Source: an optimization exercise on an open RTL-to-GDS flow (aim: small area). Production flows keep margins and buffers that such runs may drop. Where RTL was checked, it was by simulation tests only, not by an equivalence proof against the original. Power and IR drop assume default switching activity.

## job 8011
## router_top
module router_top(
    input clk,resetn,
    input read_en_0,read_en_1,read_en_2,
    input pkt_valid,
    input [7:0]data_in,
    output [7:0]data_out_0,data_out_1,data_out_2,
    output valid_out_0,valid_out_1,valid_out_2,
    output err,busy
    );
    wire wire_soft_reset_0, wire_soft_reset_1, wire_soft_reset_2;
    wire [2:0]wire_write_en;
    wire [7:0]wire_register_data_out;
    wire wire_lfd_state;
    wire wire_header_flag;
    wire wire_empty_0,wire_empty_1,wire_empty_2;
    wire wire_full_0,wire_full_1,wire_full_2;
    wire wire_fifo_full;
    wire wire_parity_done;
    wire wire_detect_add;
    wire wire_write_en_reg;
    wire wire_low_pkt_valid;
    wire wire_ld_state,wire_full_state,wire_laf_state;
    wire wire_rst_int_reg;
    fifo fifo_0 (
        .clk(clk),
        .resetn(resetn),
        .soft_reset(wire_soft_reset_0),
        .read_en(read_en_0),
        .write_en(wire_write_en[0]),
        .header_flag(wire_header_flag),
        .data_in(wire_register_data_out),
        .data_out(data_out_0),
        .empty(wire_empty_0),
        .full(wire_full_0)
    );
    fifo fifo_1 (
        .clk(clk),
        .resetn(resetn),
        .soft_reset(wire_soft_reset_1),
        .read_en(read_en_1),
        .write_en(wire_write_en[1]),
  ...
Size: about 1200 cells after synthesis, ~540 flip-flops, roughly 43 I/O pins, about 0.020 mm2 of cells after synthesis.
export LEC_CHECK = 0
export CAP_MARGIN = 0
export CORE_MARGIN = 2
export CORE_UTILIZATION = 80
export PLACE_DENSITY = 0.88
export SLEW_MARGIN = 0
create_clock -name core_clock -period 5.0 [get_ports {clk}]
standard.sh (not shown) runs the stock make flow with config.mk's settings and CLKGATE_MAP_FILE= SYNTH_SCRIPT=/design/flow/synth_recipe.tcl, a recipe that flattens the netlist after the stock synthesis.
==> flow/flow/run.sh <==
#!/bin/bash
# The standard layout (standard.sh), with these changes:
#  - synthesis: the standard flow's script, but ABC maps with flow/abc_area.script
#    (area recovery in &nf); everything before and after ABC, and so every
#    register, is as in the standard synthesis;
#  - clock tree: clkbuf_16 leaf buffers in clusters of up to 25 flip-flops,
#    without dummy loads;
#  - port buffers: buf_1.
set -euo pipefail
HERE=$(pwd)
sed "s#source \$::env(SCRIPTS_DIR)/synth_preamble.tcl#source \$::env(SCRIPTS_DIR)/synth_preamble.tcl\nset abc_args [lreplace \$abc_args 1 1 $HERE/flow/abc_area.script]#" \
  "$FLOW_HOME/scripts/synth.tcl" > synth_abc.tcl
sed "s#source \$::env(SCRIPTS_DIR)/synth.tcl#source $HERE/synth_abc.tcl#" synth_recipe.tcl > synth_recipe_abc.tcl
sed "s#SYNTH_SCRIPT=[^ ]*#SYNTH_SCRIPT=$HERE/synth_recipe_abc.tcl#" standard.sh > standard_abc.sh
export CTS_ARGS="-sink_clustering_enable -repair_clock_nets -dont_use_dummy_load -sink_clustering_size 16 -sink_clustering_max_diameter 60 -buf_list sky130_fd_sc_hd__clkbuf_8"
export BUFFER_PORTS_ARGS="-buffer_cell sky130_fd_sc_hd__buf_1"
bash standard_abc.sh > standard.log 2>&1
==> flow/flow/abc_area.script <==
&get -n
&st
&dch
&nf -R 1000 -p -F 8 -A 4 -C 32
&put
Job 8011 finished end to end and its layout was clean on timing, DRC and antenna.
What job 9105 does differently from job 8011 at the input level:
--- a/flow/flow/run.sh
+++ b/flow/flow/run.sh
@@ -14,4 +14,5 @@
 sed "s#SYNTH_SCRIPT=[^ ]*#SYNTH_SCRIPT=$HERE/synth_recipe_abc.tcl#" standard.sh > standard_abc.sh
 export CTS_ARGS="-sink_clustering_enable -repair_clock_nets -dont_use_dummy_load -sink_clustering_size 16 -sink_clustering_max_diameter 60 -buf_list sky130_fd_sc_hd__clkbuf_8"
+export REMOVE_ABC_BUFFERS=1
 export BUFFER_PORTS_ARGS="-buffer_cell sky130_fd_sc_hd__buf_1"
 bash standard_abc.sh > standard.log 2>&1
==> flow/flow/abc_area.script <==
&get -n
&st
&dch
&nf -R 1000 -p -F 8 -A 4 -C 32
&put
mfs3 -ae
--- a/flow/config.mk
+++ b/flow/config.mk
@@ -6,7 +6,7 @@
 export NUM_CORES = 4
 export LEC_CHECK = 0
-export CAP_MARGIN = 0
+export CAP_MARGIN = 20
 export CORE_MARGIN = 2
-export CORE_UTILIZATION = 80
-export PLACE_DENSITY = 0.88
-export SLEW_MARGIN = 0
+export CORE_UTILIZATION = 70
+export PLACE_DENSITY = 0.8
+export SLEW_MARGIN = 20
--- outcome ---
The critical path capture point comes out fifo_2.mem[78] in one run and fifo_0.mem[105] in the other, namely in job 9105 and job 8011 respectively.
Diff job 8011 -> job 9105 | overall die width | up by a few percent
From job 8011 to job 9105 the numbers moved as follows: total area of sequential cells was more or less identical, total power went up by about 0.8%, register-to-register slack went down by 210 ps, instance count on the critical path went up by 1, proportion of cell area occupied by multi-input gates went down by 0.58 points.
Changes in job 2589 relative to job 9105:
--- a/flow/config.mk
+++ b/flow/config.mk
@@ -9,4 +9,5 @@
 export CORE_MARGIN = 2
 export CORE_UTILIZATION = 70
+export GPL_TIMING_DRIVEN = 0
 export PLACE_DENSITY = 0.8
 export SLEW_MARGIN = 20
Results
Number of ordinary and repair buffers in the finished layout | job 2589 above job 9105
For job 2589, the worst-path cell with the longest stage delay was nor3b_2, unlike job 9105, where it was buf_4.
Re share of synthesized registers carrying an async set or reset: no difference whatsoever between job 2589 and job 9105.
For first-pass iteration count of the detailed router, job 9105 and job 2589 come out practically identical.
Job 2589 gives more total power consumption of the routed design than job 9105 did.
Compared with job 9105, job 2589 shows post-layout instance area higher by 1.4%.
Comparing job 2589 and job 9105, the higher wire length of the first global-routing pass was measured on job 9105.
Comparing job 2589 and job 9105, the higher pin count of the biggest net entering global routing is on job 9105.
Job 2589 vs job 9105: global-route met3 utilization down in job 2589
No functional check of the RTL was part of any run of this note.

---

Another version of the RTL of router_top (not shown whole).
Size: roughly 1,100 cells after synthesis, roughly 550 flip-flops.
export LEC_CHECK = 0
export CAP_MARGIN = 20
export CORE_MARGIN = 2
export CORE_UTILIZATION = 65
export PLACE_DENSITY = 0.75
export SLEW_MARGIN = 20
create_clock -name core_clock -period 5.0 [get_ports {clk}]
==> flow/flow/run.sh <==
#!/bin/bash
# The standard layout (standard.sh), with these changes:
#  - synthesis: the standard flow's script, but ABC maps with flow/abc_area.script
#    (area recovery in &nf); everything before and after ABC, and so every
#    register, is as in the standard synthesis;
#  - clock tree: clkbuf_16 leaf buffers in clusters of up to 25 flip-flops,
#    without dummy loads;
#  - port buffers: buf_1.
set -euo pipefail
HERE=$(pwd)
sed "s#source \$::env(SCRIPTS_DIR)/synth_preamble.tcl#source \$::env(SCRIPTS_DIR)/synth_preamble.tcl\nset abc_args [lreplace \$abc_args 1 1 $HERE/flow/abc_area.script]#" \
  "$FLOW_HOME/scripts/synth.tcl" > synth_abc.tcl
sed "s#source \$::env(SCRIPTS_DIR)/synth.tcl#source $HERE/synth_abc.tcl#" synth_recipe.tcl > synth_recipe_abc.tcl
sed "s#SYNTH_SCRIPT=[^ ]*#SYNTH_SCRIPT=$HERE/synth_recipe_abc.tcl#" standard.sh > standard_abc.sh
export CTS_ARGS="-sink_clustering_enable -repair_clock_nets -dont_use_dummy_load -sink_clustering_size 32 -sink_clustering_max_diameter 70 -buf_list sky130_fd_sc_hd__clkbuf_16"
export BUFFER_PORTS_ARGS="-buffer_cell sky130_fd_sc_hd__buf_1"
bash standard_abc.sh > standard.log 2>&1
==> flow/flow/abc_area.script <==
&get -n
&st
&dch
&nf -R 1000
&st
&syn2
&if -g -K 6
&synch2
&nf -R 1000
&st
&syn2
&if -g -K 6
&synch2
&nf -R 1000
&put
The starting point passed the timing, design-rule and antenna checks.
Rerun with:
==> flow/run.sh (new file) <==
#!/bin/bash
# synth_recipe.tcl (not shown) runs the flow's synth.tcl, then flattens the netlist and writes it again
# the make line also repeats each setting of config.mk as NAME=value (left out here)
make -C /OpenROAD-flow-scripts/flow DESIGN_CONFIG=/design/flow/config.mk WORK_HOME=/design/flow/orfs CLKGATE_MAP_FILE= SYNTH_SCRIPT=/design/flow/synth_recipe.tcl finish
--- a/flow/config.mk
+++ b/flow/config.mk
@@ -8,5 +8,6 @@
 export CAP_MARGIN = 20
 export CORE_MARGIN = 2
-export CORE_UTILIZATION = 65
-export PLACE_DENSITY = 0.75
+export CORE_UTILIZATION = 40
+export CTS_BUF_LIST = sky130_fd_sc_hd__clkbuf_8
+export CTS_CLUSTER_SIZE = 24
 export SLEW_MARGIN = 20
removed: flow/flow/run.sh
removed: flow/flow/abc_area.script
removed: flow/standard.sh
Fmax grows by 2.2%.
Count of clock-buffer cells in the layout grows by 73.
Hold slack gets worse by 0.0042 ns.
Synthesized area grows by 3.2%.
Total power grows by 20%.
Final area grows by 8.8%.
Via count grows by 3.9%.
Sequential share of layout area shrinks by 5.7 points.
Rerun with:
==> flow/flow/run.sh (new file) <==
#!/bin/bash
# The standard layout (standard.sh), with these changes:
#  - synthesis: the standard flow's script, but ABC maps with flow/abc_area.script
#    (area recovery in &nf); everything before and after ABC, and so every
#    register, is as in the standard synthesis;
#  - clock tree: clkbuf_16 leaf buffers in clusters of up to 25 flip-flops,
#    without dummy loads;
#  - port buffers: buf_1.
set -euo pipefail
HERE=$(pwd)
sed "s#source \$::env(SCRIPTS_DIR)/synth_preamble.tcl#source \$::env(SCRIPTS_DIR)/synth_preamble.tcl\nset abc_args [lreplace \$abc_args 1 1 $HERE/flow/abc_area.script]#" \
  "$FLOW_HOME/scripts/synth.tcl" > synth_abc.tcl
sed "s#source \$::env(SCRIPTS_DIR)/synth.tcl#source $HERE/synth_abc.tcl#" synth_recipe.tcl > synth_recipe_abc.tcl
sed "s#SYNTH_SCRIPT=[^ ]*#SYNTH_SCRIPT=$HERE/synth_recipe_abc.tcl#" standard.sh > standard_abc.sh
export CTS_ARGS="-sink_clustering_enable -repair_clock_nets -dont_use_dummy_load -sink_clustering_size 25 -sink_clustering_max_diameter 100 -buf_list sky130_fd_sc_hd__clkbuf_16"
export BUFFER_PORTS_ARGS="-buffer_cell sky130_fd_sc_hd__buf_1"
bash standard_abc.sh > standard.log 2>&1
==> flow/flow/abc_area.script (new file) <==
&get -n
&st
&dch
&nf -R 1000
&st
&syn2
&if -g -K 6
&synch2
&nf -R 1000
&st
&syn2
&if -g -K 6
&synch2
&nf -R 1000
&put
==> flow/standard.sh (new file) <==
#!/bin/bash
# synth_recipe.tcl (not shown) runs the flow's synth.tcl, then flattens the netlist and writes it again
# the make line also repeats each setting of config.mk as NAME=value (left out here)
make -C /OpenROAD-flow-scripts/flow DESIGN_CONFIG=/design/flow/config.mk WORK_HOME=/design/flow/orfs CLKGATE_MAP_FILE= SYNTH_SCRIPT=/design/flow/synth_recipe.tcl "${@:-finish}"
--- a/flow/config.mk
+++ b/flow/config.mk
@@ -8,6 +8,5 @@
 export CAP_MARGIN = 20
 export CORE_MARGIN = 2
-export CORE_UTILIZATION = 40
-export CTS_BUF_LIST = sky130_fd_sc_hd__clkbuf_8
-export CTS_CLUSTER_SIZE = 24
+export CORE_UTILIZATION = 65
+export PLACE_DENSITY = 0.75
 export SLEW_MARGIN = 20
removed: flow/run.sh
=>
- The new run finished clean
- synthesized cell count falls by about 5%
- cell area falls by about 8%
- routed wire length falls by about 8%
- synthesized area falls by about 3%
- non-clock buffer count falls by 8
Rerun with:
==> flow/flow/run.sh (replaced) <==
#!/bin/bash
# Standard ORFS layout, with two changes:
#  - clock tree: clkbuf_16 leaf buffers in clusters of up to 25 flip-flops,
#    and no dummy loads;
#  - port buffers: buf_1 instead of the default choice.
set -o pipefail
cp standard.sh standard_sh.txt
export CTS_ARGS="-sink_clustering_enable -repair_clock_nets -dont_use_dummy_load -sink_clustering_size 25 -sink_clustering_max_diameter 100 -buf_list sky130_fd_sc_hd__clkbuf_16"
export BUFFER_PORTS_ARGS="-buffer_cell sky130_fd_sc_hd__buf_1"
bash standard.sh > standard.log 2>&1
--- a/flow/config.mk
+++ b/flow/config.mk
@@ -8,5 +8,4 @@
 export CAP_MARGIN = 20
 export CORE_MARGIN = 2
-export CORE_UTILIZATION = 65
-export PLACE_DENSITY = 0.75
+export CORE_UTILIZATION = 40
 export SLEW_MARGIN = 20
removed: flow/flow/abc_area.script
Result:
- The changed run completed without violations
- core utilization is lower by 28 points
- die area grows by 66%
- area after synthesis rose by 3.2%
Rerun with:
==> flow/flow/run.sh (replaced) <==
#!/bin/bash
# The standard layout (standard.sh), with these changes:
#  - synthesis: the standard flow's script, but ABC maps with flow/abc_area.script
#    (area recovery in &nf); everything before and after ABC, and so every
#    register, is as in the standard synthesis;
#  - clock tree: clkbuf_16 leaf buffers in clusters of up to 25 flip-flops,
#    without dummy loads;
#  - port buffers: buf_1.
set -euo pipefail
HERE=$(pwd)
sed "s#source \$::env(SCRIPTS_DIR)/synth_preamble.tcl#source \$::env(SCRIPTS_DIR)/synth_preamble.tcl\nset abc_args [lreplace \$abc_args 1 1 $HERE/flow/abc_area.script]#" \
  "$FLOW_HOME/scripts/synth.tcl" > synth_abc.tcl
sed "s#source \$::env(SCRIPTS_DIR)/synth.tcl#source $HERE/synth_abc.tcl#" synth_recipe.tcl > synth_recipe_abc.tcl
sed "s#SYNTH_SCRIPT=[^ ]*#SYNTH_SCRIPT=$HERE/synth_recipe_abc.tcl#" standard.sh > standard_abc.sh
export CTS_ARGS="-sink_clustering_enable -repair_clock_nets -dont_use_dummy_load -sink_clustering_size 16 -sink_clustering_max_diameter 60 -buf_list sky130_fd_sc_hd__clkbuf_8"
export BUFFER_PORTS_ARGS="-buffer_cell sky130_fd_sc_hd__buf_1"
bash standard_abc.sh > standard.log 2>&1
==> flow/flow/abc_area.script (new file) <==
&get -n
&st
&dch
&nf -R 1000
&st
&syn2
&if -g -K 6
&synch2
&nf -R 1000
&st
&syn2
&if -g -K 6
&synch2
&nf -R 1000
&put
--- a/flow/config.mk
+++ b/flow/config.mk
@@ -6,6 +6,7 @@
 export NUM_CORES = 4
 export LEC_CHECK = 0
-export CAP_MARGIN = 20
+export CAP_MARGIN = 0
 export CORE_MARGIN = 2
-export CORE_UTILIZATION = 40
-export SLEW_MARGIN = 20
+export CORE_UTILIZATION = 80
+export PLACE_DENSITY = 0.88
+export SLEW_MARGIN = 0
Outcome:
- The new run went through all stages and came out clean
- count of clock-buffer cells in the layout climbs by 14
- cell count drops by 19%
- flip-flop and latch count stays the same
Rerun with:
--- a/flow/flow/run.sh
+++ b/flow/flow/run.sh
@@ -13,5 +13,5 @@
 sed "s#source \$::env(SCRIPTS_DIR)/synth.tcl#source $HERE/synth_abc.tcl#" synth_recipe.tcl > synth_recipe_abc.tcl
 sed "s#SYNTH_SCRIPT=[^ ]*#SYNTH_SCRIPT=$HERE/synth_recipe_abc.tcl#" standard.sh > standard_abc.sh
-export CTS_ARGS="-sink_clustering_enable -repair_clock_nets -dont_use_dummy_load -sink_clustering_size 16 -sink_clustering_max_diameter 60 -buf_list sky130_fd_sc_hd__clkbuf_8"
+export CTS_ARGS="-sink_clustering_enable -repair_clock_nets -dont_use_dummy_load -sink_clustering_size 25 -sink_clustering_max_diameter 100 -buf_list sky130_fd_sc_hd__clkbuf_16"
 export BUFFER_PORTS_ARGS="-buffer_cell sky130_fd_sc_hd__buf_1"
 bash standard_abc.sh > standard.log 2>&1
--- a/flow/config.mk
+++ b/flow/config.mk
@@ -6,7 +6,7 @@
 export NUM_CORES = 4
 export LEC_CHECK = 0
-export CAP_MARGIN = 0
+export CAP_MARGIN = 20
 export CORE_MARGIN = 2
 export CORE_UTILIZATION = 80
 export PLACE_DENSITY = 0.88
-export SLEW_MARGIN = 0
+export SLEW_MARGIN = 20
What happened: The changed run went through all stages and came out clean; area after synthesis stays the same; clock power came out higher by about 10%; flip-flop and latch count does not change.

## what the ideal ports hide
How much do the figures lean on ideal ports? The routed layouts below were timed once more, with nothing changed but the port constraints. Step 1 sets driving cells, clkbuf_16 on the clock port and buf_2 on the other inputs (assumed; they add their load-dependent delay and slew). Step 2, shift: input delay + t, output delay - t, t = (earliest + latest rising clock arrival at the registers) / 2. This alone moves slack from input paths to output paths. Slacks: ideal / step 1 / step 2; pairs: ideal / step 1.
run | t (ns) | setup WS [ns] | hold slack, ns | cell pins on the clock port's net
job 8011 | 0.605 | 1.839 / 1.839 / 1.788 | 0.429 / 0.429 / 0.429 | 1
job 9105 | 0.595 | 1.632 / 1.632 / 1.632 | 0.446 / 0.446 / 0.446 | 1
job 2589 | 0.613 | 0.345 / 0.345 / 0.345 | 0.448 / 0.448 / 0.448 | 1
the first run of note 2 | 0.619 | 1.772 / 1.772 / 1.650 | 0.409 / 0.409 / 0.409 | 1
the second run of note 2 | 0.680 | 1.842 / 1.860 / 1.186 | 0.405 / 0.405 / 0.405 | 1
the third run of note 2 | 0.610 | 1.754 / 1.754 / 1.632 | 0.417 / 0.417 / 0.417 | 1
the fourth run of note 2 | 0.621 | 1.786 / 1.786 / 1.578 | 0.410 / 0.410 / 0.410 | 1
the fifth run of note 2 | 0.607 | 1.783 / 1.783 / 1.783 | 0.404 / 0.404 / 0.404 | 1
the sixth run of note 2 | 0.605 | 1.722 / 1.722 / 1.722 | 0.427 / 0.427 / 0.427 | 1
After both steps every run listed still meets setup and hold. For the second run of note 2, which loses most, drivers alone change the setup slack by +0.018 ns; drivers and shift together by -0.656 ns.
